This design comes from an exercise in tuning for small area on the open sky130 flow, not from production work.
Only simulation tests tie the RTL to the original design; equivalence was not proved.
No run shown here takes its clock network from TritonCTS; it comes from the design's own scripts or RTL.
The clock input has no modelled driver; a real chip could not lean on it and would need a root buffer or a full tree.
Power is estimated from default activity; no workload was simulated.

<file path="design.v">
`timescale 1ns / 1ps
module top_module_project(clk, reset, rx_in, tx_out, auth_out, tx_busy_out);
input  wire clk;
input  wire reset;
input  wire rx_in;
output wire tx_out;
output wire auth_out;
output wire tx_busy_out;
    reg [12:0] n;
    wire tick = n[12] & n[10] & n[6] & n[4] & n[3];
    always @(posedge clk or posedge reset)
        if (reset) n <= 13'd0;
        else       n <= tick ? 13'd1 : n + 13'd1;
    localparam R_PAR = 4'b1000, R_STOP = 4'b1001, R_VALID = 4'b1010,
               R_IDLE = 4'b1011, R_START = 4'b1111;
    reg [3:0] rs;
    wire rx_valid = (rs == R_VALID);
    wire rx_bit   = tick & ~rs[3];           
    always @(posedge clk or posedge reset)
        if (reset) rs <= R_IDLE;
        else case (rs)
            R_IDLE, R_VALID: rs <= rx_in ? R_IDLE : R_START;
            R_START: if (tick) rs <= rx_in ? R_IDLE : 4'b0000;
            R_STOP:  if (tick) rs <= rx_in ? R_VALID : R_IDLE;
            default: if (tick) rs <= rs + 4'd1;
        endcase
    reg        auth;
    reg  [1:0] cnt;
    reg        m;                            
    reg  [7:0] A, r;
    reg        o2, o3;                       
    reg        p;                            
    wire [7:0] ch = (cnt == 2'd1) ? 8'h34 : (cnt == 2'd3) ? 8'h36 : 8'h31;
    wire       eq = (A == ch);
    localparam T_PAR = 4'b1000, T_TAIL = 4'b1001, T_IDLE = 4'b1010,
               T_START = 4'b1110, T_SB = 4'b1111;
    reg [3:0] ts;
    wire pending = (ts == T_START);
    wire trig    = auth & (cnt == 2'd3) & n[0];    
    always @(posedge clk or posedge reset)
        if (reset) begin
            auth <= 1'b0;
            cnt  <= 2'd0;
        end else begin
            if (rx_valid | trig) cnt <= cnt + 2'd1;
            if (rx_valid & ~auth & (cnt == 2'd3)) auth <= m & eq;
        end
    wire op_sh = rx_bit & auth & (cnt == 2'd2) & ~rs[2];
    always @(posedge clk)
        if (rx_valid & ~auth)
            m <= eq & ((cnt == 2'd0) | m);
        else if (op_sh)
            m <= p;
    wire       win  = pending & (n[12:8] == 5'd0);
    wire       proc = win & n[7] & ~n[3];
    wire [2:0] j    = n[2:0];
    wire [2:0] s    = n[6:4];
    wire       at_i = (j == ~s);
    wire       lastp = (s == 3'd7);
    wire       a = A[0];
    wire       b = r[0];
    reg        c, f;
    wire [3:0] op  = {o3, o2, p, m};
    wire       mul = (op == 4'd2);
    wire       sub = (op == 4'd1);
    wire       y   = a & (f | ~mul);
    wire       ys  = y ^ sub;
    wire       fa_s = b ^ y ^ c;
    wire       fa_c = (ys & b) | (ys & c) | (b & c);
    reg        out, c_n;
    always @* begin
        out = 1'b0;
        c_n = 1'b0;
        if (mul) begin
            out = at_i ? (a & b) : fa_s;
            c_n = at_i ? 1'b0 : fa_c;
        end else if (!lastp) begin
            out = b;
        end else case (op)
            4'd0, 4'd1: begin out = fa_s; c_n = fa_c; end
            4'd4: out = a & b;
            4'd5: out = a | b;
            4'd6: out = a ^ b;
            4'd7: out = ~a;
            4'd8: begin out = c; c_n = a; end
            4'd9: out = (j != 3'd7) & A[1];
            default: out = 1'b0;
        endcase
    end
    always @(posedge clk) begin
        c <= proc & (j != 3'd7) & c_n;
        f <= proc & (j != 3'd7) & (at_i ? b : f);
    end
    wire a_rx  = rx_bit & (~auth | (cnt == 2'd0));
    wire a_rot = trig | proc | (win & (n[3:0] == 4'd8));
    always @(posedge clk)
        if (a_rx | a_rot) A <= {a_rot ? A[0] : rx_in, A[7:1]};
    wire tx_sh = tick & ~ts[3] & (ts[2:0] != 3'd7);
    wire r_rx  = rx_bit & auth & (cnt == 2'd1);
    always @(posedge clk)
        if (proc | tx_sh | r_rx) r <= {proc ? out : rx_in, r[7:1]};
    always @(posedge clk)
        if (op_sh) {o3, o2} <= {rx_in, o3};
    always @(posedge clk or posedge reset)
        if (reset)                   ts <= T_IDLE;
        else if (trig)               ts <= T_START;
        else if (tick & (ts != T_IDLE)) ts <= ts + 4'd1;
    always @(posedge clk)
        if (op_sh) p <= o2;
        else if (tick) p <= (ts == T_SB) ? 1'b0 : ts[3] ? p : (p ^ r[0]);
    assign tx_out      = (ts == T_SB) ? 1'b0 : ~ts[3] ? r[0] : (ts == T_PAR) ? p : 1'b1;
    assign tx_busy_out = (ts != T_IDLE);
    assign auth_out    = auth;
endmodule
</file>
<file path="constraint.sdc">
create_clock -name core_clock -period 6.0 [get_ports {clk}]
set_input_delay 1.2000 -clock core_clock [delete_from_list [all_inputs] [get_ports {clk}]]
set_output_delay 1.2000 -clock core_clock [all_outputs]
set_load 0.01 [all_outputs]
</file>
<file path="config.mk">
export PLATFORM = sky130hd
export DESIGN_NAME = top_module_project
export DESIGN_NICKNAME = top_module_project
export VERILOG_FILES = /design/flow/design.v
export SDC_FILE = /design/flow/constraint.sdc
export NUM_CORES = 4
export LEC_CHECK = 0
export CAP_MARGIN = 20
export CORE_MARGIN = 2
export CORE_UTILIZATION = 65
export SLEW_MARGIN = 20
</file>
<file path="flow/split_clock.tcl">
# Clock distribution: split the clock sinks into k groups by position and drive
# each group from one clock buffer at the group's centroid; the clock port
# drives only the k buffers.
proc split_buffer_clock { port_name master_name k } {
  set db [ord::get_db]
  set block [ord::get_db_block]
  set clk_net [[$block findBTerm $port_name] getNet]
  set master [$db findMaster $master_name]
  set sinks {}
  foreach it [$clk_net getITerms] {
    set loc [[$it getInst] getLocation]
    lappend sinks [list [lindex $loc 0] [lindex $loc 1] $it]
  }
  # k = 4: quadrants (x halves, then y halves); otherwise x strips
  set groups {}
  set sinks [lsort -integer -index 0 $sinks]
  set n [llength $sinks]
  if {$k == 4} {
    foreach half [list [lrange $sinks 0 [expr {$n / 2 - 1}]] [lrange $sinks [expr {$n / 2}] end]] {
      set half [lsort -integer -index 1 $half]
      set h [llength $half]
      lappend groups [lrange $half 0 [expr {$h / 2 - 1}]] [lrange $half [expr {$h / 2}] end]
    }
  } else {
    for {set g 0} {$g < $k} {incr g} {
      lappend groups [lrange $sinks [expr {$g * $n / $k}] [expr {($g + 1) * $n / $k - 1}]]
    }
  }
  for {set g 0} {$g < $k} {incr g} {
    set inst [odb::dbInst_create $block $master clkbuf_${g}_clk]
    set net [odb::dbNet_create $block clknet_${g}_clk]
    set sx 0; set sy 0; set m 0
    foreach s [lindex $groups $g] {
      lassign $s x y it
      incr sx $x; incr sy $y; incr m
      $it disconnect
      $it connect $net
    }
    [$inst findITerm A] connect $clk_net
    [$inst findITerm X] connect $net
    $net setSigType CLOCK
    $inst setLocation [expr {$sx / $m}] [expr {$sy / $m}]
    $inst setPlacementStatus PLACED
    puts "split_buffer_clock: $master_name $g drives $m sinks"
  }
}
</file>
<file path="standard.sh">
#!/bin/bash
# synth_recipe.tcl (not shown) runs the flow's synth.tcl, then flattens the netlist and writes it again
# the make line also repeats each setting of config.mk as NAME=value (left out here)
make -C /OpenROAD-flow-scripts/flow DESIGN_CONFIG=/design/flow/config.mk WORK_HOME=/design/flow/orfs CLKGATE_MAP_FILE= SYNTH_SCRIPT=/design/flow/synth_recipe.tcl "${@:-finish}"
</file>
<file path="flow/run.sh">
#!/bin/bash
# The standard layout (standard.sh) with three changes, all made through a
# copy of the ORFS scripts folder:
#  - synthesis: ABC maps with the area script flow/abc_area.script, and adders are
#    left to ABC rather than mapped to adder cells first (registers are unchanged);
#  - clock tree: instead of TritonCTS's H-tree, the clock sinks are split into
#    three groups by position, each driven by one clock buffer placed at its
#    centroid (flow/split_clock.tcl); the clock port drives only these buffers;
#  - port buffers use the smallest buffer cell.
set -euo pipefail
W=$(pwd)
S="$W/scripts_mod"
rm -rf "$S"
cp -r "$FLOW_HOME/scripts" "$S"
cp "$W/flow/abc_area.script" "$S/abc_area.script"
cp "$W/flow/split_clock.tcl" "$S/split_clock.tcl"
grep -q '^log_cmd clock_tree_synthesis {\*}$cts_args$' "$S/cts.tcl"
sed -i 's|^log_cmd clock_tree_synthesis {\*}$cts_args$|source $::env(SCRIPTS_DIR)/split_clock.tcl\nsplit_buffer_clock clk sky130_fd_sc_hd__clkbuf_8 3\nset_propagated_clock [all_clocks]|' "$S/cts.tcl"
SCRIPTS_DIR="$S" ABC_AREA=1 ADDER_MAP_FILE= bash standard.sh synth > synth.log 2>&1
SCRIPTS_DIR="$S" BUFFER_PORTS_ARGS="-buffer_cell sky130_fd_sc_hd__buf_1" bash standard.sh > layout.log 2>&1
</file>
<file path="flow/abc_area.script">
strash
&get -n
&fraig -x
&put
scorr
dc2
strash
&get -n
&dch -f
&nf -a
&put
</file>
==> results of run 1 <==
-- sequential cells by signal, summed over array words and instances (netlist names) --
signal	flops
ts	4
p	1
o2	1
cnt	2
auth	1
A	8
rs	4
r	8
c	1
n	13
o3	1
f	1
m	1
-- path summary, 6_finish.rpt --
kind / cells after the start / slack [ns] / to
worst max-delay path: 4 / 3.56 / tx_out
worst min-delay path: 0 / 0.42 / r[5]
worst max register to register: 6 / 3.76 / r[7]
worst min register to register: 0 / 0.42 / r[5]
max in group asynchronous: 2 / 4.54 / n[1]
min in group asynchronous: 2 / 1.08 / cnt[0]
-- power by group --
part	switching, mW	internal, mW	leakage [nW]	total, mW
Combinational	0.00403	0.000652	0.380	0.00468
Sequential	0	0.326	0.494	0.326
Clock	0.0711	0.0461	0.0216	0.117
-- final cells by class --
| type | count | share of cell area, % |
|---|---|---|
| repair buffers | 5 | 0.8215 |
| plain buffers | 3 | 1.807 |
| well taps | 44 | 2.410 |
| multi-input cells | 155 | 39.05 |
| flip-flops and latches | 46 | 54.60 |
| inverters | 8 | 1.314 |
-- metal layers --
layer / routed length [um] / up-vias / GRT usage [%] / part of all wire, %
met4: 29 / 0 / 2.736 / 0.72
met3: 221 / 4 / 1.449 / 5.5
met2: 1877 / 50 / 39.10 / 47
met1: 1882 / 787 / 34.81 / 47
li1: - / 801 / - / -
met5: 0 / - / 0 / 0
-- placed cells by master (no fill, tap or decap), drive strengths merged, types with 2 or more instances in the layout --
master,n
buf,5
nand3,7
dfxtp,2
a31oi,4
nand3b,2
dfstp,5
a21oi,19
nor2,20
a32oi,3
and3,10
nand4,2
nand2,16
o21ai,19
edfxtp,20
or2,2
clkbuf,3
nand2b,2
o22ai,2
and2,6
nor3b,2
nor2b,3
dfrtp,19
clkinv,8
xnor2,4
a211oi,2
nor3,7
o311ai,3
nor4,2
xor2,5
nor4b,3
-- critical path, delay by kind of cell, from the launching register on --
family / cells / cell delay (ns)
AOI/OAI and AO/OA: 1 / 0.09
DFF: 1 / 0.57
and+or+nand+nor: 2 / 0.30
buffers and inverters: 1 / 0.14
-- stage by stage --
stage                     area [um2]  setup WS [ns]  utilization (%)  power, mW
after floorplan                 2170          3.926                -     0.3360
after global placement          2243          3.796            72.30     0.3378
after detailed placement        2243          3.760            72.30     0.3381
after CTS                       2285          3.577            73.63     0.4522
after global routing            2285          3.454            73.63     0.4621
final                           2285          3.559            73.63     0.4484
-- cells by family (layout without fill, tap and decap cells) --
logic type,after synthesis,after routing,synth area share (%)
simple gates,89,89,21.80
buf+inv,8,16,1.384
mux,1,1,0.4614
compound gates,56,56,15.23
flops,46,46,57.50
xor+xnor,9,9,3.633
==> results_dict.tcl, run 1 <==
set metrics [dict create \
    drive_gt1_share_pct 3.687 \
    synthFlopType "edfxtp_1" \
    fin_crit_sh_pct 40.68 \
    fin_skew_ns 0.007592 \
    coreArea_mm2 0.003103 \
    fin_tns_setup_ns 0 \
    drtAntennaViolNets 0 \
    syn_inst 209 \
    cts_setup_buffers 0 \
    place_inst 258 \
    cp_max_fo 6 \
    critPathLaunch "ts[1]" \
    rsz0062_at_grt "no" \
    vias 1642 \
    max_slew.worst_pin.slew_ns 0.8226 \
    cp-start-kind "flop" \
    clk_pin_slew_worst_paths_ns 0.09 \
    status "finished clean" \
    grt_first_pass_wirelength_um 6831 \
    n_antenna_cell 0 \
    initialDrtViolationCount 137 \
    ys_ff_latch 46 \
    ir_worst_vdd_v 0.0001643 \
    ys_warn_count 1 \
    num_io_pins 6 \
    synth_nets 212 \
    reg2reg_from "m" \
    fill_cells 246 \
    wl_um 4010 \
    power.leakage_nw 0.8948 \
    ys_seq_area_share_pct 57.50 \
    synth-async-reset-ratio_pct 52.17 \
    dr.pass1.iters 4 \
    grt_pass1_vias 1495 \
    hold_path.class "reg -> reg" \
    synth_top_area_share_pct 27.68 \
    row_count 20 \
    hold_viol 0 \
    fin_crit_ns 2.441 \
    io_buffers 5 \
    hold_start "r[6]" \
    initial_core_util_pct 69.92 \
    critPathMaxStageDelay_ns 0.57 \
    synth_area_leaders "edfxtp_1 28%, dfrtp_1 22%, dfstp_2 6.1%, a21oi_1 4.4%, o21ai_0 4.4%" \
    syn-cell-area_mm2 0.002170 \
    post-dp-hpwl_um 2874 \
    path_class "reg -> out" \
    crit_chain "nand3_1 > nand2_1 > o22ai_1 > buf_1" \
    yosysTopAreaCell "edfxtp_1" \
    synth_common_cells "20 x edfxtp_1, 20 x nor2_1, 19 x a21oi_1, 19 x dfrtp_1, 19 x o21ai_0" \
    critPathSlowestCell "dfstp_2" \
    finalMaxSlewViolations 0 \
    fmax_mhz 409.7 \
    worstPathArrival_ns 1.24 \
    gr-total-overflow 0 \
    whs_ns 0.4225 \
    synth_edf_count 20 \
    clk_latency_ns 0.15 \
    syn_area_per_cell_um2 10.38 \
    final-seq-area_mm2 0.001247 \
    design.die.area_mm2 0.003816 \
    finish.net_count 222 \
    grtUsageTotal_pct 23.25 \
    antenna_found_initial 0 \
    relSlewSlack_pct 44.82 \
    hold_buffers 0 \
    multi_input_area_um2 892.1 \
    viasPerCell 6.291 \
    finalNonFillerCells 261 \
    power.density_mw_per_mm2 196.3 \
    setup_viol 0 \
    fp.dieH_um 61.78 \
    area_growth_pct 5.306 \
    die_w_um 61.78 \
    place.gp.congestion 0.8545 \
    synth_cell_types 38 \
    cts-resized-gates 0 \
    avgRoutedWirePerCell_um 15.36 \
    drc_errors 0 \
    grt_max_degree 25 \
    cp.required_ns 4.80 \
    crit_path_end_kind "output port" \
    max-cap-violations 0 \
]
==> run 2, diff against run 1 <==
--- a/design.v
+++ b/design.v
@@ -62,32 +62,24 @@
     reg        c, f;
     wire [3:0] op  = {o3, o2, p, m};
-    wire       mul = (op == 4'd2);
-    wire       sub = (op == 4'd1);
-    wire       y   = a & (f | ~mul);
-    wire       ys  = y ^ sub;
-    wire       fa_s = b ^ y ^ c;
-    wire       fa_c = (ys & b) | (ys & c) | (b & c);
-    reg        out, c_n;
-    always @* begin
-        out = 1'b0;
-        c_n = 1'b0;
-        if (mul) begin
-            out = at_i ? (a & b) : fa_s;
-            c_n = at_i ? 1'b0 : fa_c;
-        end else if (!lastp) begin
-            out = b;
-        end else case (op)
-            4'd0, 4'd1: begin out = fa_s; c_n = fa_c; end
-            4'd4: out = a & b;
-            4'd5: out = a | b;
-            4'd6: out = a ^ b;
-            4'd7: out = ~a;
-            4'd8: begin out = c; c_n = a; end
-            4'd9: out = (j != 3'd7) & A[1];
-            default: out = 1'b0;
-        endcase
-    end
+    wire       mul   = ~o3 & ~o2 & p & ~m;           
+    wire       sub   = ~o3 & ~o2 & ~p & m;           
+    wire       arith = ~o3 & ~o2 & ~(p & m);         
+    wire       lg    = ~o3 & o2;                     
+    wire       shl   = o3 & ~o2 & ~p & ~m;           
+    wire       shr   = o3 & ~o2 & ~p & m;            
+    wire       act   = mul | lastp;                  
+    wire       isor = lg & ~p & m;
+    wire       y    = a & (f | ~mul | at_i);
+    wire       ci   = c | isor;
+    wire       ys   = y ^ sub;
+    wire       fa_s = b ^ y ^ ci;
+    wire       fa_c = (ys & b) | (ys & ci) | (b & ci);
+    wire       out  = ~act ? b :
+                      (arith | (lg & ~(p & m))) ? (((mul & at_i) | (lg & ~p)) ? fa_c : fa_s) :
+                      lg  ? ~a :
+                      shl ? c :
+                      shr ? (A[1] & (j != 3'd7)) : 1'b0;
     always @(posedge clk) begin
-        c <= proc & (j != 3'd7) & c_n;
+        c <= proc & (j != 3'd7) & act & ((arith & ~(mul & at_i) & fa_c) | (shl & a));
         f <= proc & (j != 3'd7) & (at_i ? b : f);
     end
--- a/flow/run.sh
+++ b/flow/run.sh
@@ -16,5 +16,5 @@
 cp "$W/flow/split_clock.tcl" "$S/split_clock.tcl"
 grep -q '^log_cmd clock_tree_synthesis {\*}$cts_args$' "$S/cts.tcl"
-sed -i 's|^log_cmd clock_tree_synthesis {\*}$cts_args$|source $::env(SCRIPTS_DIR)/split_clock.tcl\nsplit_buffer_clock clk sky130_fd_sc_hd__clkbuf_8 3\nset_propagated_clock [all_clocks]|' "$S/cts.tcl"
+sed -i 's|^log_cmd clock_tree_synthesis {\*}$cts_args$|source $::env(SCRIPTS_DIR)/split_clock.tcl\nsplit_buffer_clock clk sky130_fd_sc_hd__buf_6 3\nset_propagated_clock [all_clocks]|' "$S/cts.tcl"
 SCRIPTS_DIR="$S" ABC_AREA=1 ADDER_MAP_FILE= bash standard.sh synth > synth.log 2>&1
 SCRIPTS_DIR="$S" BUFFER_PORTS_ARGS="-buffer_cell sky130_fd_sc_hd__buf_1" bash standard.sh > layout.log 2>&1
==> flow/abc_area.script (replaced) <==
strash
&get -n
&deepsyn -T 20
&put
strash
&get -n
&dch -f
&nf -a -R 1000
&put
==> run 2 against run 1 <==
Setup slack got worse by 0.065 ns. Register-to-register slack got worse by 0.25 ns. Via count decreased by 4.8%. Largest power group unchanged.
==> results_dict.tcl, run 2 <==
set metrics [dict create \
    power.leakage_nw 0.8885 \
    top_regs "n x13, A x8, r x8" \
    crit_path_end_kind "output port" \
    initial_core_util_pct 68.50 \
    r2r_slack_ns 3.51 \
    ys_warn_count 1 \
    io_buffers 5 \
    swShare_pct 17.17 \
    cp.required_ns 4.80 \
    viasPerCell 6.154 \
    power.switching_mw 0.07624 \
    grt_max_degree 25 \
    power.density_mw_per_mm2 200.0 \
    pwr-share-comb_pct 1.1 \
    r2r.worst_path.cells 7 \
    synthFlopType "edfxtp_1" \
    design.die.area_mm2 0.003715 \
    setup_viol 0 \
    final_common_cell "nor2_1" \
    synth_cell_types 38 \
    worstSetupEndpoint "tx_out" \
    syn-cell-area_mm2 0.002108 \
    clk_pin_slew_worst_paths_ns 0.10 \
    hold_viol 0 \
    grtUsageTotal_pct 22.23 \
    critPathMaxStageDelay_ns 0.60 \
    cp-start-kind "flop" \
    fin_skew_ns 0.009099 \
    vias 1563 \
    fin_tns_setup_ns 0 \
    synth_edf_count 20 \
    status "finished clean" \
    drc_errors 0 \
    drive_gt1_share_pct 4.286 \
    critPathLaunch "ts[1]" \
    fmax_mhz 399.0 \
    max_slew.worst_pin.slew_ns 0.8243 \
    max-cap-violations 0 \
    largest_reg_flops 13 \
    place.gp.congestion 0.8873 \
    synth-async-reset-ratio_pct 52.17 \
    synth_nets 204 \
    worstPathArrival_ns 1.31 \
    relSlewSlack_pct 44.71 \
    rsz0062_at_grt "no" \
    post_dp_cell_area_mm2 0.002182 \
    path_depth 5 \
    reg2reg_from "ts[3]" \
    synth_area_leaders "edfxtp_1 28%, dfrtp_1 23%, dfstp_2 6.2%, nor2_1 4.3%, o21ai_0 4.0%" \
    avgRoutedWirePerCell_um 15.34 \
    dr.pass1.iters 4 \
    path_buf_inv 1 \
    synth_common_cells "24 x nor2_1, 20 x edfxtp_1, 19 x dfrtp_1" \
    yosysTopAreaCell "edfxtp_1" \
    antenna_found_initial 0 \
    fp.dieH_um 60.95 \
    hold_buffers 0 \
    drtAntennaViolNets 0 \
    grt_first_pass_wirelength_um 6327 \
    finalMaxSlewViolations 0 \
    syn_area_per_cell_um2 10.49 \
    num_io_pins 6 \
    clk_latency_ns 0.13 \
    regMostFlops "n" \
    pwr-share-clk_pct 25.3 \
    fin_crit_ns 2.507 \
    initialDrtViolationCount 108 \
    wl_um 3896 \
    path_class "reg -> out" \
    cpLargestDelayFamily "flip-flops" \
    synth_top_area_share_pct 28.49 \
    cp_max_fo 6 \
    syn_inst 201 \
    fin_crit_sh_pct 41.78 \
    layout_common_cells "24 x nor2_1, 20 x edfxtp_1, 19 x dfrtp_1" \
    worstReg2RegEnd "A[7]" \
    gr-total-overflow 0 \
    post-dp-hpwl_um 2769 \
    seq_power_share_pct 73.5 \
    fin_area_mm2 0.002221 \
    cts-resized-gates 0 \
    ys_ff_latch 46 \
    grt_pass1_vias 1429 \
    die_w_um 60.95 \
    n_antenna_cell 0 \
    synth.most_common_cell "nor2_1" \
    area_growth_pct 5.341 \
    row_count 20 \
    coreArea_mm2 0.003078 \
    hold_path.class "reg -> reg" \
    cts_setup_buffers 0 \
    critPathSlowestCell "dfstp_2" \
    ir_worst_vdd_v 0.0001890 \
    p_int_mw 0.3679 \
    crit_chain "and3_1 > nand2_1 > o21ai_0 > a21oi_1 > buf_1" \
    finish.net_count 215 \
    ys_seq_area_share_pct 59.17 \
]
==> run 2: area by class of cell <==
| class | count | area (um2) |
|---|---|---|
| plain buffers | 3 | 33.78 |
| fillers | 227 | 857.1 |
| inverters | 5 | 18.77 |
| multi-input cells | 150 | 842.1 |
| flip-flops and latches | 46 | 1247 |
| well taps | 44 | 55.05 |
| repair buffers | 6 | 23.77 |
==> run 2: per-stage QoR <==
stage                     util [%]  hold WS, ns  power, mW  instances  worst slack (ns)
after floorplan                  -       0.4003     0.3364        201             3.819
after global routing         72.15       0.4360     0.4597        254             3.269
after detailed placement     70.89       0.4056     0.3383        250             3.403
after CTS                    71.99       0.4297     0.4481        253             3.390
after global placement       70.89       0.4101     0.3382        250             3.542
final                        72.15       0.4334     0.4441        254             3.493
==> run 2: kinds of logic (layout without fill, tap and decap cells) <==
kind of cell | after synthesis | in the layout | share of synthesized area (%)
compound gates | 51 | 51 | 14.36
xor+xnor | 7 | 7 | 2.908
buf+inv | 5 | 14 | 0.8903
flops | 46 | 46 | 59.17
mux | 4 | 4 | 2.018
simple gates | 88 | 88 | 20.65
==> run 2: power by group through the flow <==
stage          sequential (mW)  clock (mW)  combinational, mW
2_1_floorplan            0.333           0            0.00338
3_3_place_gp             0.333           0            0.00516
3_5_place_dp             0.333           0            0.00528
4_1_cts                  0.327       0.116            0.00530
5_1_grt                  0.326       0.127            0.00609
6_report                 0.327       0.112            0.00509
==> run 2: worst min path at each step <==
stage          startpoint    to  slack, ns  cells past startpoint
5_1_grt              r[6]  r[5]       0.44                      0
3_5_place_dp         r[6]  r[5]       0.41                      0
3_3_place_gp         r[6]  r[5]       0.41                      0
4_1_cts              r[6]  r[5]       0.43                      0
6_report             r[4]  r[3]       0.43                      0
2_1_floorplan        r[1]  r[0]       0.40                      0
==> run 2: routing by layer <==
layer	track usage [%]	vias to the layer above	wire (um)
met5	0	-	0
met4	5.590	0	76
met3	2.345	9	140
met2	36.71	34	1898
met1	31.87	755	1781
li1	-	765	-
==> run 3, diff against run 2 <==
--- a/design.v
+++ b/design.v
@@ -29,13 +29,10 @@
     reg        m;                            
     reg  [7:0] A, r;
-    reg        o2, o3;                       
     reg        p;                            
     wire [7:0] ch = (cnt == 2'd1) ? 8'h34 : (cnt == 2'd3) ? 8'h36 : 8'h31;
     wire       eq = (A == ch);
-    localparam T_PAR = 4'b1000, T_TAIL = 4'b1001, T_IDLE = 4'b1010,
-               T_START = 4'b1110, T_SB = 4'b1111;
-    reg [3:0] ts;
-    wire pending = (ts == T_START);
-    wire trig    = auth & (cnt == 2'd3) & n[0];    
+    wire       hold = auth & cnt[1];         
+    wire       send = auth & (cnt == 2'd3);
+    wire       early = (n[12:2] == 11'd0);   
     always @(posedge clk or posedge reset)
         if (reset) begin
@@ -43,5 +40,5 @@
             cnt  <= 2'd0;
         end else begin
-            if (rx_valid | trig) cnt <= cnt + 2'd1;
+            if (rx_valid | (send & tick)) cnt <= cnt + 2'd1;
             if (rx_valid & ~auth & (cnt == 2'd3)) auth <= m & eq;
         end
@@ -52,5 +49,8 @@
         else if (op_sh)
             m <= p;
-    wire       win  = pending & (n[12:8] == 5'd0);
+    localparam T_PAR = 4'b1000, T_TAIL = 4'b1001, T_IDLE = 4'b1010, T_SB = 4'b1111;
+    reg [3:0] ts;
+    wire       c = ts[2], f = ts[3];
+    wire       win  = send & (n[12:8] == 5'd0);
     wire       proc = win & n[7] & ~n[3];
     wire [2:0] j    = n[2:0];
@@ -60,6 +60,5 @@
     wire       a = A[0];
     wire       b = r[0];
-    reg        c, f;
-    wire [3:0] op  = {o3, o2, p, m};
+    wire       o3 = ts[1], o2 = ts[0];
     wire       mul   = ~o3 & ~o2 & p & ~m;           
     wire       sub   = ~o3 & ~o2 & ~p & m;           
@@ -80,27 +79,26 @@
                       shl ? c :
                       shr ? (A[1] & (j != 3'd7)) : 1'b0;
-    always @(posedge clk) begin
-        c <= proc & (j != 3'd7) & act & ((arith & ~(mul & at_i) & fa_c) | (shl & a));
-        f <= proc & (j != 3'd7) & (at_i ? b : f);
-    end
+    wire       c_n = proc & (j != 3'd7) & act & ((arith & ~(mul & at_i) & fa_c) | (shl & a));
+    wire       f_n = proc & (j != 3'd7) & (at_i ? b : f);
     wire a_rx  = rx_bit & (~auth | (cnt == 2'd0));
-    wire a_rot = trig | proc | (win & (n[3:0] == 4'd8));
+    wire a_rot = proc | (win & ((n[3:0] == 4'd8) | (early & n[0])));
     always @(posedge clk)
         if (a_rx | a_rot) A <= {a_rot ? A[0] : rx_in, A[7:1]};
-    wire tx_sh = tick & ~ts[3] & (ts[2:0] != 3'd7);
+    wire tx_d  = ~hold & ~ts[3];                  
+    wire tx_sh = tick & tx_d & (ts[2:0] != 3'd7);
     wire r_rx  = rx_bit & auth & (cnt == 2'd1);
     always @(posedge clk)
         if (proc | tx_sh | r_rx) r <= {proc ? out : rx_in, r[7:1]};
+    always @(posedge clk or posedge reset)
+        if (reset)                      ts <= T_IDLE;
+        else if (send & tick)           ts <= T_SB;
+        else if (send)                  ts[3:2] <= {f_n, c_n};
+        else if (op_sh)                 ts[1:0] <= {rx_in, ts[1]};
+        else if (~hold & tick & (ts != T_IDLE)) ts <= ts + 4'd1;
     always @(posedge clk)
-        if (op_sh) {o3, o2} <= {rx_in, o3};
-    always @(posedge clk or posedge reset)
-        if (reset)                   ts <= T_IDLE;
-        else if (trig)               ts <= T_START;
-        else if (tick & (ts != T_IDLE)) ts <= ts + 4'd1;
-    always @(posedge clk)
-        if (op_sh) p <= o2;
-        else if (tick) p <= (ts == T_SB) ? 1'b0 : ts[3] ? p : (p ^ r[0]);
-    assign tx_out      = (ts == T_SB) ? 1'b0 : ~ts[3] ? r[0] : (ts == T_PAR) ? p : 1'b1;
-    assign tx_busy_out = (ts != T_IDLE);
+        if (op_sh) p <= ts[0];
+        else if (tick & ~hold) p <= (ts == T_SB) ? 1'b0 : ts[3] ? p : (p ^ r[0]);
+    assign tx_out      = hold ? 1'b1 : (ts == T_SB) ? 1'b0 : ~ts[3] ? r[0] : (ts == T_PAR) ? p : 1'b1;
+    assign tx_busy_out = hold ? (cnt[0] & ~early) : (ts != T_IDLE);
     assign auth_out    = auth;
 endmodule
==> run 3 against run 2 <==
Still clean. Sequential share of layout area decreased by 2.9 points. Fmax decreased by 5.8%. Register-to-register slack got worse by 0.02 ns. Design area decreased by 3.1%. Clock power decreased by 5%. First-iteration DRC count increased by 22%. Utilization decreased by 1.1 points. Sequential power decreased by 8.9%. Cell count increased by 0.79%. Setup slack got worse by 0.15 ns. Critical endpoint unchanged. Highest routed layer unchanged.
==> results_dict.tcl, run 3 <==
set metrics [dict create \
    status "finished clean" \
    regMostFlops "n" \
    crit_chain "and3_1 > nor3_1 > a221o_1 > buf_1" \
    coreArea_mm2 0.003028 \
    hold_start "r[6]" \
    area_growth_pct 5.263 \
    worstPathArrival_ns 1.46 \
    finish.net_count 217 \
    viasPerCell 6.188 \
    ys_warn_count 1 \
    cp_max_fo 9 \
    finalMaxSlewViolations 0 \
    antenna_found_initial 0 \
    dr.pass1.iters 4 \
    drive_gt1_share_pct 3.774 \
    avgRoutedWirePerCell_um 15.46 \
    post-dp-hpwl_um 2862 \
    yosysTopAreaCell "edfxtp_1" \
    n_antenna_cell 0 \
    largest_reg_flops 13 \
    clk_latency_ns 0.12 \
    io_buffers 5 \
    fin_crit_sh_pct 44.34 \
    crit_path_end_kind "output port" \
    gr-total-overflow 0 \
    path_class "reg -> out" \
    fmax_mhz 375.9 \
    post-route-util_pct 71.07 \
    drtAntennaViolNets 0 \
    syn-cell-area_mm2 0.002044 \
    grtUsageTotal_pct 23.15 \
    synth.most_common_cell "a21oi_1" \
    p_total_mw 0.4092 \
    critPathMaxStageDelay_ns 0.63 \
    grt_first_pass_wirelength_um 6492 \
    fin_crit_ns 2.660 \
    synth_top_area_share_pct 26.44 \
    relSlewSlack_pct 45.33 \
    ys_seq_area_share_pct 56.12 \
    clk_pin_slew_worst_paths_ns 0.09 \
    synthFlopType "dfrtp_1" \
    setup_viol 0 \
    num_io_pins 6 \
    cp-start-kind "flop" \
    design.die.area_mm2 0.003610 \
    power.leakage_nw 0.8205 \
    power.density_mw_per_mm2 190.1 \
    fin_tns_setup_ns 0 \
    synth_cell_types 36 \
    synth_common_cells "24 x a21oi_1, 23 x o21ai_0, 19 x dfrtp_1" \
    layout_common_cells "24 x a21oi_1, 22 x o21ai_0, 19 x dfrtp_1" \
    hold_buffers 0 \
    vias 1584 \
    top_regs "n x13, A x8, r x8" \
    cpLargestDelayFamily "flip-flops" \
    row_count 20 \
    path_buf_inv 1 \
    cp.required_ns 4.80 \
    max_slew.worst_pin.slew_ns 0.8150 \
    cts-resized-gates 0 \
    hold_path.class "reg -> reg" \
    fin_skew_ns 0.009948 \
    initial_core_util_pct 67.52 \
    die_w_um 60.09 \
    synth_nets 207 \
    place.gp.congestion 0.9804 \
    wl_um 3957 \
    synth-async-reset-ratio_pct 57.14 \
    ir_worst_vdd_v 0.0001889 \
    synth_area_leaders "edfxtp_1 26%, dfrtp_1 23%, dfstp_2 6.4%, a21oi_1 5.9%, o21ai_0 5.6%" \
    syn_area_per_cell_um2 10.02 \
    fp.dieH_um 60.09 \
    drc_errors 0 \
    cts_setup_buffers 0 \
    synth_edf_count 18 \
    max-cap-violations 0 \
    grt_pass1_vias 1406 \
    grt_max_degree 25 \
    ys_ff_latch 42 \
    rsz0062_at_grt "no" \
    final_common_cell "a21oi_1" \
    critPathSlowestCell "dfstp_2" \
    reg2reg_from "n[4]" \
    critPathLaunch "ts[1]" \
    syn_inst 204 \
    initialDrtViolationCount 132 \
    hold_viol 0 \
]
-- run 3: path summary, 6_finish.rpt --
| check | endpoint | slack (ns) | depth (start not counted) |
|---|---|---|---|
| setup reg to reg | r[3] | 3.49 | 5 |
| max in group asynchronous | n[3] | 4.51 | 2 |
| hold / removal | r[5] | 0.43 | 0 |
| hold reg to reg | r[5] | 0.43 | 0 |
| min in group asynchronous | auth | 1.10 | 2 |
| setup / recovery | tx_out | 3.34 | 4 |
-- run 3: layout make-up --
type,count,area [um2]
well taps,44,55.05
plain buffers,3,33.78
fillers,222,875.8
flip-flops and latches,42,1147
repair buffers,5,18.77
multi-input cells,155,870.8
inverters,7,26.28
-- run 3: power breakdown --
group	total (mW)	leakage (nW)	internal (mW)	switching [mW]
clock	0.106	0.0182	0.0401	0.0659
combinational	0.00489	0.338	0.000826	0.00407
sequential	0.298	0.465	0.298	0
-- run 3: kinds of logic (layout without fill, tap and decap cells) --
kind of cell | Yosys count | in the layout | share of synthesized area (%)
DFF | 42 | 42 | 56.12
muxes | 2 | 2 | 1.040
and+or+nand+nor | 81 | 81 | 20.07
buffers and inverters | 7 | 15 | 1.285
AOI/OAI and AO/OA | 66 | 66 | 18.91
xor gates and xnor gates | 6 | 6 | 2.571
-- run 3: metrics by stage --
step	hold slack, ns	cells	setup slack, ns	cell area, um2
3_3_place_gp	0.4070	253	3.424	2118
2_1_floorplan	0.4003	204	3.682	2044
3_5_place_dp	0.4056	253	3.254	2118
6_report	0.4298	256	3.340	2152
5_1_grt	0.4321	256	3.214	2152
4_1_cts	0.4271	256	3.281	2152
-- run 3: per-layer routing --
| layer | vias up | wire, um | share of wire, % | track usage, % |
|---|---|---|---|---|
| met5 | - | 0 | 0 | 0 |
| met3 | 4 | 182 | 4.6 | 2.165 |
| met4 | 0 | 42 | 1.1 | 2.857 |
| li1 | 789 | - | - | - |
| met1 | 751 | 1862 | 47 | 34.62 |
| met2 | 40 | 1871 | 47 | 37.89 |
==> run 4, diff against run 3 <==
--- a/design.v
+++ b/design.v
@@ -27,12 +27,13 @@
     reg        auth;
     reg  [1:0] cnt;
-    reg        m;                            
     reg  [7:0] A, r;
     reg        p;                            
+    reg  [3:0] ts;                           
     wire [7:0] ch = (cnt == 2'd1) ? 8'h34 : (cnt == 2'd3) ? 8'h36 : 8'h31;
     wire       eq = (A == ch);
-    wire       hold = auth & cnt[1];         
+    wire       hold = ~auth | cnt[1];        
     wire       send = auth & (cnt == 2'd3);
     wire       early = (n[12:2] == 11'd0);   
+    wire       m = ts[3];                    
     always @(posedge clk or posedge reset)
         if (reset) begin
@@ -44,12 +45,8 @@
         end
     wire op_sh = rx_bit & auth & (cnt == 2'd2) & ~rs[2];
-    always @(posedge clk)
-        if (rx_valid & ~auth)
-            m <= eq & ((cnt == 2'd0) | m);
-        else if (op_sh)
-            m <= p;
     localparam T_PAR = 4'b1000, T_TAIL = 4'b1001, T_IDLE = 4'b1010, T_SB = 4'b1111;
-    reg [3:0] ts;
-    wire       c = ts[2], f = ts[3];
+    wire       o3 = ts[3], o2 = ts[2], o1 = ts[1], o0 = ts[0];
+    wire       c  = p;
+    wire       f  = o0;
     wire       win  = send & (n[12:8] == 5'd0);
     wire       proc = win & n[7] & ~n[3];
@@ -60,13 +57,12 @@
     wire       a = A[0];
     wire       b = r[0];
-    wire       o3 = ts[1], o2 = ts[0];
-    wire       mul   = ~o3 & ~o2 & p & ~m;           
-    wire       sub   = ~o3 & ~o2 & ~p & m;           
-    wire       arith = ~o3 & ~o2 & ~(p & m);         
+    wire       mul   = ~o3 & ~o2 & o1;               
+    wire       sub   = ~o3 & ~o2 & ~o1 & o0;         
+    wire       arith = ~o3 & ~o2;                    
     wire       lg    = ~o3 & o2;                     
-    wire       shl   = o3 & ~o2 & ~p & ~m;           
-    wire       shr   = o3 & ~o2 & ~p & m;            
+    wire       shl   = o3 & ~o2 & ~o1 & ~o0;         
+    wire       shr   = o3 & ~o2 & ~o1 & o0;          
     wire       act   = mul | lastp;                  
-    wire       isor = lg & ~p & m;
+    wire       isor = lg & ~o1 & o0;
     wire       y    = a & (f | ~mul | at_i);
     wire       ci   = c | isor;
@@ -75,10 +71,10 @@
     wire       fa_c = (ys & b) | (ys & ci) | (b & ci);
     wire       out  = ~act ? b :
-                      (arith | (lg & ~(p & m))) ? (((mul & at_i) | (lg & ~p)) ? fa_c : fa_s) :
+                      (arith | (lg & ~(o1 & o0))) ? (((mul & at_i) | (lg & ~o1)) ? fa_c : fa_s) :
                       lg  ? ~a :
                       shl ? c :
                       shr ? (A[1] & (j != 3'd7)) : 1'b0;
     wire       c_n = proc & (j != 3'd7) & act & ((arith & ~(mul & at_i) & fa_c) | (shl & a));
-    wire       f_n = proc & (j != 3'd7) & (at_i ? b : f);
+    wire       f_n = (j != 3'd7) & (at_i ? b : f);
     wire a_rx  = rx_bit & (~auth | (cnt == 2'd0));
     wire a_rot = proc | (win & ((n[3:0] == 4'd8) | (early & n[0])));
@@ -91,14 +87,16 @@
         if (proc | tx_sh | r_rx) r <= {proc ? out : rx_in, r[7:1]};
     always @(posedge clk or posedge reset)
-        if (reset)                      ts <= T_IDLE;
-        else if (send & tick)           ts <= T_SB;
-        else if (send)                  ts[3:2] <= {f_n, c_n};
-        else if (op_sh)                 ts[1:0] <= {rx_in, ts[1]};
-        else if (~hold & tick & (ts != T_IDLE)) ts <= ts + 4'd1;
+        if (reset)                                ts <= T_IDLE;
+        else if (rx_valid & ~auth)                ts <= (cnt == 2'd3) ? T_IDLE : {eq & ((cnt == 2'd0) | m), 3'b000};
+        else if (send & tick)                     ts <= T_SB;
+        else if (op_sh)                           ts <= {rx_in, ts[3:1]};
+        else if (send & early & n[0])             ts[3] <= o3 | (~o2 & o1 & o0);
+        else if (proc & mul)                      ts[0] <= f_n;
+        else if (~hold & tick & (ts != T_IDLE))   ts <= ts + 4'd1;
     always @(posedge clk)
-        if (op_sh) p <= ts[0];
+        if (send) p <= c_n;
         else if (tick & ~hold) p <= (ts == T_SB) ? 1'b0 : ts[3] ? p : (p ^ r[0]);
     assign tx_out      = hold ? 1'b1 : (ts == T_SB) ? 1'b0 : ~ts[3] ? r[0] : (ts == T_PAR) ? p : 1'b1;
-    assign tx_busy_out = hold ? (cnt[0] & ~early) : (ts != T_IDLE);
+    assign tx_busy_out = hold ? (send & ~early) : (ts != T_IDLE);
     assign auth_out    = auth;
 endmodule
==> run 4 against run 3 <==
Utilization rose by 0.58 points. Design area is 0.81% higher. Sequential cell count is 1 lower. Sequential share of layout area decreased by 1.8 points. Setup slack worse by 0.057 ns. Critical endpoint is now tx_busy_out.
==> results_dict.tcl, run 4 <==
set metrics [dict create \
    synthFlopType "dfrtp_1" \
    hold_buffers 0 \
    grt_util_met3_pct 1.299 \
    swShare_pct 17.00 \
    synth_top_family_by_area "simple AND/OR/NAND/NOR gates" \
    fmax_mhz 368.0 \
    ys_ff_latch 41 \
    die_w_um 60.32 \
    synth_common_cells "23 x a21oi_1, 23 x nand2_1, 23 x nor2_1" \
    finalMaxSlewViolations 0 \
    synth_fa_ha_area_share_pct 0 \
    synth_nets 215 \
    setup_viol 0 \
    ys_seq_area_share_pct 54.19 \
    layout_common_cells "23 x nand2_1, 23 x nor2_1, 23 x a21oi_1" \
    use_met1_pct 37.41 \
    power.switching_mw 0.06789 \
    synth_top_area_share_pct 24.76 \
    design.die.area_mm2 0.003639 \
    synth_area_leaders "edfxtp_1 25%, dfrtp_1 23%, dfstp_2 6.4%, a21oi_1 5.6%, nand2_1 4.2%" \
    layout_setup_ws_ns 3.283 \
    fin_crit_sh_pct 45.29 \
    row_count 20 \
    wl_um 4036 \
    synth-xor-area-share_pct 1.274 \
    top_regs "n x13, A x8, r x8" \
    fin_tns_setup_ns 0 \
    ys_warn_count 1 \
    p_int_mw 0.3316 \
    largest_reg_flops 13 \
    synth-async-reset-ratio_pct 58.54 \
    grtUsageTotal_pct 24.43 \
    finish.net_count 225 \
    syn_area_per_cell_um2 9.726 \
    fp.dieH_um 60.32 \
    hold_path.class "reg -> reg" \
    vias 1681 \
    synth-compound-area-share_pct 21.00 \
    drive_gt1_share_pct 3.636 \
    fill_cells 225 \
    yosys.area_share.simple_pct 22.09 \
    ir_worst_vdd_v 0.0002386 \
    gr-total-overflow 0 \
    grt_first_pass_wirelength_um 6927 \
    coreArea_mm2 0.003028 \
    regMostFlops "n" \
    power.leakage_nw 0.8163 \
    grt_pass1_vias 1562 \
    pwr-share-comb_pct 1.1 \
    viasPerCell 6.367 \
    fin_crit_ns 2.717 \
    hold_viol 0 \
    syn-cell-area_mm2 0.002062 \
    syn_inst 212 \
    post-dp-hpwl_um 2840 \
    seq_power_share_pct 72.8 \
    cts_setup_buffers 0 \
    relSlewSlack_pct 43.98 \
    max-cap-violations 0 \
    cp.required_ns 4.80 \
    num_io_pins 6 \
    area_growth_pct 5.218 \
    max_slew.worst_pin.slew_ns 0.8351 \
    whs_ns 0.4324 \
    crit_path_end_kind "output port" \
    grt_use_met2_pct 38.51 \
    clk_latency_ns 0.12 \
    worstPathArrival_ns 1.52 \
    synth_edf_count 17 \
    grt_max_degree 25 \
    pwr-share-clk_pct 26.1 \
    dp_slack_ns 3.439 \
    rsz0062_at_grt "no" \
    cts-resized-gates 0 \
    n_antenna_cell 0 \
    drtAntennaViolNets 0 \
    io_buffers 5 \
    place.gp.congestion 0.8643 \
    initial_core_util_pct 68.10 \
    yosysTopAreaCell "edfxtp_1" \
    clk_pin_slew_worst_paths_ns 0.10 \
    cp-start-kind "flop" \
    power.density_mw_per_mm2 184.1 \
    dr.pass1.iters 4 \
    initialDrtViolationCount 122 \
    grt-busiest-layer "met2" \
    fin_skew_ns 0.01820 \
    antenna_found_initial 0 \
    synth_cell_types 41 \
    drc_errors 0 \
    path_class "reg -> out" \
    status "finished clean" \
    avgRoutedWirePerCell_um 15.29 \
    synth_mux_area_share_pct 0.5461 \
    cp_max_fo 8 \
    post-route-util_pct 71.65 \
]
## run 4: changes by cell type after synthesis, sizes merged, moves of 3 or more
cell	previous run	this run
a21o	2	5
a32oi	0	3
nand2	17	23
nor2	18	23
o21ai	23	17
o31ai	0	3
## run 4: area by class of cell
type / instances / area [um2] / share of cell area, %
Buffer: 3 / 33.78 / 1.557
Inverter: 5 / 18.77 / 0.8651
Sequential cell: 41 / 1117 / 51.50
Timing Repair Buffer: 5 / 18.77 / 0.8651
Multi-Input combinational cell: 166 / 925.9 / 42.68
Tap cell: 44 / 55.05 / 2.537
## run 4: path summary, 6_finish.rpt
path                       slack, ns  cells past startpoint          end  startpoint
setup reg to reg                3.41                      7         r[7]        n[1]
hold / removal                  0.43                      0         r[3]        r[4]
max in group asynchronous       4.49                      2       cnt[0]       reset
hold reg to reg                 0.43                      0         r[3]        r[4]
setup / recovery                3.28                      6  tx_busy_out       ts[2]
min in group asynchronous       1.10                      2         n[9]       reset
## run 4: metrics by stage
step                      power [mW]  cell area (um2)  std cells
after global placement        0.3009             2136        261
after floorplan               0.2991             2062        212
after CTS                     0.4023             2170        264
final                         0.3994             2170        264
after global routing          0.4133             2170        264
after detailed placement      0.3010             2136        261
## run 4: critical path, stage by stage, from the launching register on
cell and delay [ns]:
dfrtp_1 0.49, clkinv_1 0.19, nand2_1 0.17, nor2_1 0.07, a21oi_1 0.16, o21bai_1 0.13, buf_1 0.17
## run 4: power groups by stage
| stage | registers, mW | logic (mW) | clock network [mW] |
|---|---|---|---|
| after floorplan | 0.296 | 0.00291 | 0 |
| after global placement | 0.296 | 0.00466 | 0 |
| after detailed placement | 0.296 | 0.00479 | 0 |
| after CTS | 0.291 | 0.00484 | 0.107 |
| after global routing | 0.291 | 0.00543 | 0.117 |
| final | 0.291 | 0.00458 | 0.104 |
## run 4: cells by family (layout without fill, tap and decap cells)
group                  count (synthesis)  count (layout)
buffers and inverters                  5              13
multiplexers                           1               1
flip-flops                            41              41
AO/OA/AOI/OAI                         69              69
AND/OR/NAND/NOR                       93              93
XOR/XNOR                               3               3
## run 4: routing by layer
| metal | vias up | routed length, um |
|---|---|---|
| met5 | - | 0 |
| met4 | 0 | 47 |
| met3 | 6 | 266 |
| met2 | 79 | 1863 |
| met1 | 773 | 1858 |
| li1 | 823 | - |
==> run 5, diff against run 4 <==
==> flow/run.sh (replaced) <==
#!/bin/bash
# The standard layout (standard.sh) with three changes, made through a copy
# of the ORFS scripts folder:
#  - synthesis: ABC maps with an area script (deepsyn, then area-oriented &nf
#    mapping) and adders are left to ABC rather than mapped to adder cells first.
#    The synthesis is run with several deepsyn seeds and the smallest netlist is
#    kept (registers and their names are the same in every run);
#  - clock tree: instead of TritonCTS's H-tree, the clock sinks are split into
#    three groups by position, each driven by one clock buffer placed at its
#    centroid (flow/split_clock.tcl); the clock port drives only these buffers;
#  - port buffers use the smallest buffer cell.
set -euo pipefail
W=$(pwd)
S="$W/scripts_mod"
REP="$W/orfs/reports/sky130hd/top_module_project/base/synth_stat.txt"
rm -rf "$S" "$W/orfs_best"
cp -r "$FLOW_HOME/scripts" "$S"
cp "$W/flow/split_clock.tcl" "$S/split_clock.tcl"
grep -q '^log_cmd clock_tree_synthesis {\*}$cts_args$' "$S/cts.tcl"
sed -i 's|^log_cmd clock_tree_synthesis {\*}$cts_args$|source $::env(SCRIPTS_DIR)/split_clock.tcl\nsplit_buffer_clock clk sky130_fd_sc_hd__buf_6 3\nset_propagated_clock [all_clocks]|' "$S/cts.tcl"

best_area=""
for seed in 1 3 5 7 9; do
  printf '%s\n' strash '&get -n' "&deepsyn -I 1 -J 50 -S $seed" '&put' strash '&get -n' '&dch -f' '&nf -a -R 1000' '&put' > "$S/abc_area.script"
  rm -rf "$W/orfs"
  SCRIPTS_DIR="$S" ABC_AREA=1 ADDER_MAP_FILE= bash standard.sh synth > "synth_seed$seed.log" 2>&1
  area=$(awk '/Chip area for module/ {print $NF}' "$REP")
  echo "seed $seed: synthesized area $area" | tee -a synth_select.log
  if [[ -z "$best_area" ]] || awk -v a="$area" -v b="$best_area" 'BEGIN {exit !(a < b)}'; then
    best_area=$area
    rm -rf "$W/orfs_best"
    cp -a "$W/orfs" "$W/orfs_best"
    echo "  kept" | tee -a synth_select.log
  fi
done
rm -rf "$W/orfs"
mv "$W/orfs_best" "$W/orfs"
SCRIPTS_DIR="$S" BUFFER_PORTS_ARGS="-buffer_cell sky130_fd_sc_hd__buf_1" bash standard.sh > layout.log 2>&1
removed: flow/abc_area.script
==> run 5 against run 4 <==
Still clean. Sequential power barely moved. Via count rose by 0.59%. Fmax fell by 3.4%. Critical path type unchanged. Critical endpoint unchanged.
==> results_dict.tcl, run 5 <==
set metrics [dict create \
    top_regs "n x13, A x8, r x8" \
    final_common_cell "nor2_1" \
    place.gp.congestion 0.9553 \
    antenna_found_initial 0 \
    clk_pin_slew_worst_paths_ns 0.10 \
    grtUsageTotal_pct 23.76 \
    avgRoutedWirePerCell_um 15.70 \
    drc_errors 0 \
    swShare_pct 17.17 \
    synth-xor-area-share_pct 1.282 \
    path_class "reg -> out" \
    drive_gt1_share_pct 3.636 \
    pwr-share-clk_pct 26.2 \
    crit_path_end_kind "output port" \
    cts_setup_buffers 0 \
    dr.pass1.iters 5 \
    synth_area_leaders "edfxtp_1 25%, dfrtp_1 23%, dfstp_2 6.4%, a21oi_1 5.4%, nor2_1 4.8%" \
    fp.dieH_um 60.15 \
    power.leakage_nw 0.7950 \
    ys_warn_count 1 \
    synth-compound-area-share_pct 19.35 \
    p_int_mw 0.3318 \
    coreArea_mm2 0.003028 \
    holdPathStages 0 \
    p_total_mw 0.4006 \
    fin_skew_ns 0.01678 \
    layout_setup_ws_ns 3.186 \
    status "finished clean" \
    pwr-share-comb_pct 1.2 \
    seq_power_share_pct 72.6 \
    hold_buffers 0 \
    synth_nets 215 \
    area_growth_pct 5.250 \
    fin_crit_sh_pct 46.90 \
    n_antenna_cell 0 \
    cp-start-kind "flop" \
    r2r_slack_ns 3.39 \
    grt_first_pass_wirelength_um 6596 \
    largest_reg_flops 13 \
    rsz0062_at_grt "no" \
    die_w_um 60.15 \
    design.die.area_mm2 0.003618 \
    cts-resized-gates 0 \
    max-cap-violations 0 \
    holdPathEnd "r[4]" \
    finish.net_count 225 \
    power.switching_mw 0.06880 \
    finalNonFillerCells 264 \
    worstPathArrival_ns 1.61 \
    dp_slack_ns 3.358 \
    ir_worst_vdd_v 0.0001707 \
    layout_common_cells "26 x nor2_1, 22 x a21oi_1, 19 x nand2_1, 19 x dfrtp_1" \
    syn_area_per_cell_um2 9.667 \
    setup_viol 0 \
    synth_edf_count 17 \
    gr-total-overflow 0 \
    r2r.worst_path.cells 11 \
    wl_um 4144 \
    critPathLaunch "ts[2]" \
    place_inst 261 \
    clk_latency_ns 0.13 \
    post_dp_cell_area_mm2 0.002123 \
    viasPerCell 6.405 \
    syn_inst 212 \
    fin_area_mm2 0.002157 \
    fill_cells 242 \
    relSlewSlack_pct 46.37 \
    max_slew.worst_pin.slew_ns 0.7995 \
    hold_start "r[5]" \
    fin_crit_ns 2.814 \
    grt_max_degree 25 \
    yosys.area_share.simple_pct 22.65 \
    synth_top_family_by_area "simple AND/OR/NAND/NOR gates" \
    power.density_mw_per_mm2 185.7 \
    synth_top_area_share_pct 24.91 \
    hold_path.class "reg -> reg" \
    row_count 20 \
    post-dp-hpwl_um 3036 \
    num_io_pins 6 \
    cp.required_ns 4.80 \
    initial_core_util_pct 67.69 \
    fin_tns_setup_ns 0 \
    ys_seq_area_share_pct 54.52 \
    synth_mux_area_share_pct 1.099 \
    synth_common_cells "26 x nor2_1, 22 x a21oi_1, 19 x dfrtp_1, 19 x nand2_1" \
    yosysTopAreaCell "edfxtp_1" \
    synth_cell_types 36 \
    syn-cell-area_mm2 0.002049 \
    cp_max_fo 9 \
    initialDrtViolationCount 130 \
    synth_fa_ha_area_share_pct 0 \
    worstReg2RegEnd "r[7]" \
    synth.most_common_cell "nor2_1" \
    synth-async-reset-ratio_pct 58.54 \
    io_buffers 5 \
    finalMaxSlewViolations 0 \
    fmax_mhz 355.3 \
    regMostFlops "n" \
    synthFlopType "dfrtp_1" \
    hold_viol 0 \
    grt_pass1_vias 1474 \
    vias 1691 \
    ys_ff_latch 41 \
    reg2reg_from "n[0]" \
    drtAntennaViolNets 0 \
]
[run 5: changes by cell type after synthesis, sizes merged, moves of 2 or more]
cell and delta:
a211oi +3, a31oi +3, a221oi +2, a21o -3
nor2 +3, nor3 +5, and2 +2, a2111oi -2
o31ai -3, nor2b -3, nand2 -4, o2111ai -2
[run 5: cell type report]
type	count	area [um2]	area share (%)
inverters	6	22.52	1.044
flip-flops and latches	41	1117	51.80
plain buffers	3	33.78	1.566
multi-input cells	165	909.6	42.17
repair buffers	5	18.77	0.8701
well taps	44	55.05	2.552
[run 5: stage by stage]
stage	utilization (%)	hold slack [ns]
finish	71.24	0.4298
global route	71.24	0.4466
CTS	71.24	0.4325
detailed placement	70.12	0.4118
global placement	70.12	0.4065
floorplan	-	0.4003
[run 5: critical path, stage by stage, from the launching register on]
cell and delay [ns]:
dfrtp_1 0.54, clkinv_1 0.23, nand2_1 0.16, nor2_1 0.08
a21oi_1 0.18, o21bai_1 0.13, buf_1 0.17
[run 5: cell families (layout without fill, tap and decap cells)]
family                    after synthesis  count (layout)
and+or+nand+nor                        95              95
AOI/OAI and AO/OA                      65              65
DFF                                    41              41
buffers and inverters                   6              14
xor gates and xnor gates                3               3
muxes                                   2               2
[run 5: metal layers]
metal / up-vias / global-route usage [%] / share of wire [%] / wire length (um)
li1: 820 / - / - / -
met1: 799 / 34.14 / 44 / 1835
met2: 66 / 39.44 / 48 / 1978
met3: 6 / 2.597 / 6.6 / 273
met4: 0 / 4.444 / 1.4 / 57
met5: - / 0 / 0 / 0
[run 5: worst max-delay path by stage]
stage | end | slack [ns]
finish | tx_busy_out | 3.19
global route | tx_busy_out | 3.08
CTS | tx_busy_out | 3.21
detailed placement | tx_busy_out | 3.36
global placement | tx_busy_out | 3.39
floorplan | tx_busy_out | 3.51
[run 5: power groups by stage]
stage          logic, mW  clock network, mW  registers, mW
2_1_floorplan    0.00320                  0          0.296
3_3_place_gp     0.00501                  0          0.296
3_5_place_dp     0.00510                  0          0.296
4_1_cts          0.00512              0.108          0.291
5_1_grt          0.00582              0.116          0.291
6_report         0.00486              0.105          0.291
==> run 6, diff against run 5 <==
--- a/flow/run.sh
+++ b/flow/run.sh
@@ -21,5 +21,5 @@
 
 best_area=""
-for seed in 1 3 5 7 9; do
+for seed in 1 2 3 4 5 6 7 8 9 10 11 12; do
   printf '%s\n' strash '&get -n' "&deepsyn -I 1 -J 50 -S $seed" '&put' strash '&get -n' '&dch -f' '&nf -a -R 1000' '&put' > "$S/abc_area.script"
   rm -rf "$W/orfs"
==> run 6 against run 5 <==
Still clean. Clock power is essentially flat. Design area shrank 2.1%. Sequential share of layout area grew 1.1 points.
==> results_dict.tcl, run 6 <==
set metrics [dict create \
    status "finished clean" \
    row_count 20 \
    relSlewSlack_pct 43.31 \
    fin_crit_sh_pct 47.91 \
    fp.dieH_um 59.71 \
    finalMaxSlewViolations 0 \
    fmax_mhz 347.9 \
    syn_inst 203 \
    design.die.area_mm2 0.003565 \
    grt_max_degree 25 \
    grt_pass1_vias 1502 \
    power.leakage_nw 0.7644 \
    cp-start-kind "flop" \
    drive_gt1_share_pct 3.791 \
    yosysTopAreaCell "edfxtp_1" \
    coreArea_mm2 0.003003 \
    power.density_mw_per_mm2 188.8 \
    cts-resized-gates 0 \
    syn-cell-area_mm2 0.002017 \
    area_growth_pct 4.652 \
    worstPathArrival_ns 1.67 \
    hold_path.class "reg -> reg" \
    synth-async-reset-ratio_pct 58.54 \
    cts_setup_buffers 0 \
    synth_cell_types 39 \
    setup_viol 0 \
    grt_first_pass_wirelength_um 6865 \
    path_class "reg -> out" \
    ys_warn_count 1 \
    vias 1682 \
    max-cap-violations 0 \
    highest_layer "met4" \
    fin_skew_ns 0.01788 \
    critPathMaxStageDelay_ns 0.48 \
    fin_tns_setup_ns 0 \
    num_io_pins 6 \
    clk_pin_slew_worst_paths_ns 0.08 \
    crit_path_end_kind "output port" \
    initialDrtViolationCount 146 \
    synth_top_area_share_pct 25.31 \
    io_buffers 5 \
    path_buf_inv 2 \
    regMostFlops "n" \
    post-dp-hpwl_um 2929 \
    route.met2.wl_um 1863 \
    crit_chain "clkinv_1 > nor2_1 > o311ai_0 > buf_1" \
    largest_reg_flops 13 \
    finish.net_count 216 \
    syn_area_per_cell_um2 9.936 \
    n_antenna_cell 0 \
    synth_nets 206 \
    antenna_found_initial 0 \
    dr.pass1.iters 5 \
    max_slew.worst_pin.slew_ns 0.8451 \
    clk_latency_ns 0.13 \
    hold_buffers 0 \
    final_common_cell "nor2_1" \
    cp.required_ns 4.80 \
    viasPerCell 6.893 \
    drc_errors 0 \
    grtUsageTotal_pct 24.46 \
    synth_edf_count 17 \
    ir_worst_vdd_v 0.0002007 \
    place.gp.congestion 0.8894 \
    synth_common_cells "26 x nor2_1, 19 x a21oi_1, 19 x dfrtp_1" \
    initial_core_util_pct 67.17 \
    avgRoutedWirePerCell_um 16.64 \
    ys_ff_latch 41 \
    rsz0062_at_grt "no" \
    die_w_um 59.71 \
    synth_area_leaders "edfxtp_1 25%, dfrtp_1 24%, dfstp_2 6.5%, nor2_1 4.8%, a21oi_1 4.7%" \
    cpLargestDelayFamily "flip-flops" \
    hold_viol 0 \
    layout_setup_ws_ns 3.125 \
    layout_common_cells "26 x nor2_1, 19 x a21oi_1, 19 x dfrtp_1" \
    wl_met1_um 1846 \
    drtAntennaViolNets 0 \
    synthFlopType "dfrtp_1" \
    top_regs "n x13, A x8, r x8" \
    fin_crit_ns 2.875 \
    gr-total-overflow 0 \
    wl_um 4061 \
    dr_wl_met3_um 262 \
    cp_max_fo 7 \
    synth.most_common_cell "nor2_1" \
    dp_slack_ns 3.235 \
    critPathSlowestCell "dfrtp_1" \
    ys_seq_area_share_pct 55.40 \
]
## run 6: changes by cell type after synthesis, sizes merged, moves of 3 or more
cell	change
nand2b	-6
o311ai	+3
nor4	+3
nand2	-6
a21oi	-3
o31ai	+3
## run 6: cell type report
class	instances	area, um2
sequential	41	1117
fill	246	892.1
multi-input combinational	154	869.6
tap	33	41.29
buffer	3	33.78
inverter	8	30.03
timing repair buffer	5	18.77
## run 6: final timing paths
path                        start  slack (ns)  cells past startpoint  endpoint
min in group asynchronous   reset        1.10                      2    cnt[1]
max reg2reg                cnt[0]        3.32                      6     ts[0]
min                          r[5]        0.44                      0      r[4]
max                         ts[2]        3.13                      4    tx_out
min reg2reg                  r[5]        0.44                      0      r[4]
max in group asynchronous   reset        4.49                      2      n[5]
## run 6: layer usage
layer,GRT usage (%),vias up
met4,5.079,0
met3,1.732,12
met1,37.41,791
li1,-,812
met2,38.66,67
met5,0,-
## run 6: power by group
group / leakage [nW] / internal, mW / switching (mW)
clock network: 0.0182 / 0.0400 / 0.0627
registers: 0.451 / 0.291 / 0.0000000000000000518
logic: 0.295 / 0.000651 / 0.00422
## run 6: cells by family after synthesis
family                    Yosys count  synth area share, %
and+or+nand+nor                    86                21.22
AOI/OAI and AO/OA                  64                20.10
DFF                                41                55.40
buffers and inverters               8                1.489
xor gates and xnor gates            3                1.303
muxes                               1               0.4963
## run 6: metrics by stage
step | instances | total power, mW | utilization, % | hold WS [ns] | area [um2]
2_1_floorplan | 203 | 0.2993 | - | 0.4003 | 2017
3_5_place_dp | 241 | 0.3012 | 69.17 | 0.4077 | 2077
6_report | 244 | 0.3984 | 70.29 | 0.4380 | 2111
4_1_cts | 244 | 0.4014 | 70.29 | 0.4415 | 2111
3_3_place_gp | 241 | 0.3011 | 69.17 | 0.4043 | 2077
5_1_grt | 244 | 0.4098 | 70.29 | 0.4426 | 2111
==> run 7, diff against run 6 <==
--- a/flow/run.sh
+++ b/flow/run.sh
@@ -4,6 +4,6 @@
 #  - synthesis: ABC maps with an area script (deepsyn, then area-oriented &nf
 #    mapping) and adders are left to ABC rather than mapped to adder cells first.
-#    The synthesis is run with several deepsyn seeds and the smallest netlist is
-#    kept (registers and their names are the same in every run);
+#    The synthesis is run with several deepsyn seeds (and two &nf settings) and
+#    the smallest netlist is kept (registers and their names are the same in every run);
 #  - clock tree: instead of TritonCTS's H-tree, the clock sinks are split into
 #    three groups by position, each driven by one clock buffer placed at its
@@ -21,10 +21,13 @@
 
 best_area=""
-for seed in 1 2 3 4 5 6 7 8 9 10 11 12; do
-  printf '%s\n' strash '&get -n' "&deepsyn -I 1 -J 50 -S $seed" '&put' strash '&get -n' '&dch -f' '&nf -a -R 1000' '&put' > "$S/abc_area.script"
+for cand in 1 2 3 4 5 6 7 8 9 10 11 12 13 14 15 16 17 18 19 20 p1 p2 p3 p4; do
+  seed=${cand#p}
+  map='&nf -a -R 1000'
+  [[ "$cand" == p* ]] && map='&nf -a -R 1000 -p'
+  printf '%s\n' strash '&get -n' "&deepsyn -I 1 -J 50 -S $seed" '&put' strash '&get -n' '&dch -f' "$map" '&put' > "$S/abc_area.script"
   rm -rf "$W/orfs"
-  SCRIPTS_DIR="$S" ABC_AREA=1 ADDER_MAP_FILE= bash standard.sh synth > "synth_seed$seed.log" 2>&1
+  SCRIPTS_DIR="$S" ABC_AREA=1 ADDER_MAP_FILE= bash standard.sh synth > "synth_$cand.log" 2>&1
   area=$(awk '/Chip area for module/ {print $NF}' "$REP")
-  echo "seed $seed: synthesized area $area" | tee -a synth_select.log
+  echo "candidate $cand: synthesized area $area" | tee -a synth_select.log
   if [[ -z "$best_area" ]] || awk -v a="$area" -v b="$best_area" 'BEGIN {exit !(a < b)}'; then
     best_area=$area
==> run 7 against run 6 <==
Critical path depth is the same. Sequential share of layout area is the same. Total power did not move. Utilization unchanged. Synthesized area is the same. Hold slack unchanged. Wire length did not move. Synthesized cell count unchanged. Critical path type unchanged. Critical endpoint unchanged. Largest cell class unchanged. Highest routed layer unchanged.
==> results_dict.tcl, run 7 <==
set metrics [dict create \
    avgRoutedWirePerCell_um 16.64 \
    antenna_found_initial 0 \
    ir_worst_vdd_v 0.0002007 \
    initial_core_util_pct 67.17 \
    final_common_cell "nor2_1" \
    layout_common_cells "26 x nor2_1, 19 x a21oi_1, 19 x dfrtp_1" \
    hold_viol 0 \
    fmax_mhz 347.9 \
    largest_reg_flops 13 \
    grt_first_pass_wirelength_um 6865 \
    synth-xor-area-share_pct 1.303 \
    gr-total-overflow 0 \
    drtAntennaViolNets 0 \
    io_buffers 5 \
    post-route-util_pct 70.29 \
    area_growth_pct 4.652 \
    relSlewSlack_pct 43.31 \
    yosys.area_share.simple_pct 21.22 \
    finalMaxSlewViolations 0 \
    post-dp-hpwl_um 2929 \
    wl_um 4061 \
    path_class "reg -> out" \
    pwr-share-clk_pct 25.8 \
    vias 1682 \
    synth_area_leaders "edfxtp_1 25%, dfrtp_1 24%, dfstp_2 6.5%, nor2_1 4.8%, a21oi_1 4.7%" \
    fin_crit_ns 2.875 \
    synth_top_area_share_pct 25.31 \
    drc_errors 0 \
    fin_crit_sh_pct 47.91 \
    swShare_pct 16.79 \
    fp.dieH_um 59.71 \
    synth_top_family_by_area "simple AND/OR/NAND/NOR gates" \
    rsz0062_at_grt "no" \
    coreArea_mm2 0.003003 \
    initialDrtViolationCount 146 \
    cp_max_fo 7 \
    num_io_pins 6 \
    clk_latency_ns 0.13 \
    syn_inst 203 \
    status "finished clean" \
    place.gp.congestion 0.8894 \
    ys_warn_count 1 \
    regMostFlops "n" \
    synth_fa_ha_area_share_pct 0 \
    finish.net_count 216 \
    clk_pin_slew_worst_paths_ns 0.08 \
    cp-start-kind "flop" \
    max_slew.worst_pin.slew_ns 0.8451 \
    dr.pass1.iters 5 \
    p_int_mw 0.3315 \
    cts-resized-gates 0 \
    max-cap-violations 0 \
    fin_tns_setup_ns 0 \
    design.die.area_mm2 0.003565 \
    synth-async-reset-ratio_pct 58.54 \
    setup_viol 0 \
    r2r_slack_ns 3.32 \
    hold_buffers 0 \
    ys_ff_latch 41 \
    seq_power_share_pct 73.0 \
    synth_edf_count 17 \
    synth-compound-area-share_pct 20.10 \
    crit_path_end_kind "output port" \
    grt_pass1_vias 1502 \
    syn-cell-area_mm2 0.002017 \
    top_regs "n x13, A x8, r x8" \
    viasPerCell 6.893 \
    grt_max_degree 25 \
    power.density_mw_per_mm2 188.8 \
    yosysTopAreaCell "edfxtp_1" \
    ys_seq_area_share_pct 55.40 \
]
==> run 7: cell families after synthesis <==
logic type,count (synthesis)
AO/OA/AOI/OAI,64
multiplexers,1
buffers and inverters,8
XOR/XNOR,3
AND/OR/NAND/NOR,86
flip-flops,41
==> run 7: worst max-delay path, stage by stage, from the launching register on <==
cell and delay, ns:
dfrtp_1 0.48, clkinv_1 0.24, nor2_1 0.41, o311ai_0 0.26, buf_1 0.18
==> run 7: layout make-up <==
class                      instances  area (um2)  share of cell area [%]
multi-input combinational        154       869.6                   41.20
timing repair buffer               5       18.77                  0.8892
inverter                           8       30.03                   1.423
tap                               33       41.29                   1.956
buffer                             3       33.78                   1.600
sequential                        41        1117                   52.93
==> run 7: path summary, 6_finish.rpt <==
path | depth (start not counted) | start | end
max | 4 | ts[2] | tx_out
min | 0 | r[5] | r[4]
max reg2reg | 6 | cnt[0] | ts[0]
min reg2reg | 0 | r[5] | r[4]
max in group asynchronous | 2 | reset | n[5]
min in group asynchronous | 2 | reset | cnt[1]
==> run 7: power by group through the flow <==
stage / registers, mW / clock network [mW] / logic (mW)
2_1_floorplan: 0.296 / 0 / 0.00310
3_3_place_gp: 0.296 / 0 / 0.00486
3_5_place_dp: 0.296 / 0 / 0.00499
4_1_cts: 0.291 / 0.106 / 0.00503
5_1_grt: 0.291 / 0.113 / 0.00572
6_report: 0.291 / 0.103 / 0.00487
==> run 7: routing by layer <==
metal  vias up  wire length (um)  track usage (%)
met1       791              1846            37.41
met4         0                87            5.079
met3        12               262            1.732
li1        812                 -                -
met5         -                 0                0
met2        67              1863            38.66
==> run 7: per-stage QoR <==
stage | worst slack, ns | area, um2 | cells | total power [mW] | hold slack (ns)
final | 3.125 | 2111 | 244 | 0.3984 | 0.4380
after global routing | 3.045 | 2111 | 244 | 0.4098 | 0.4426
after CTS | 3.194 | 2111 | 244 | 0.4014 | 0.4415
after detailed placement | 3.235 | 2077 | 241 | 0.3012 | 0.4077
after global placement | 3.397 | 2077 | 241 | 0.3011 | 0.4043
after floorplan | 3.520 | 2017 | 203 | 0.2993 | 0.4003

Setup slack of run 7, layout unchanged: 3.125 ns with ideal ports, 3.079 ns with driving cells assumed (clock clkbuf_16, inputs buf_2), 3.243 ns with port delays also shifted by the 0.163 ns mid clock arrival.
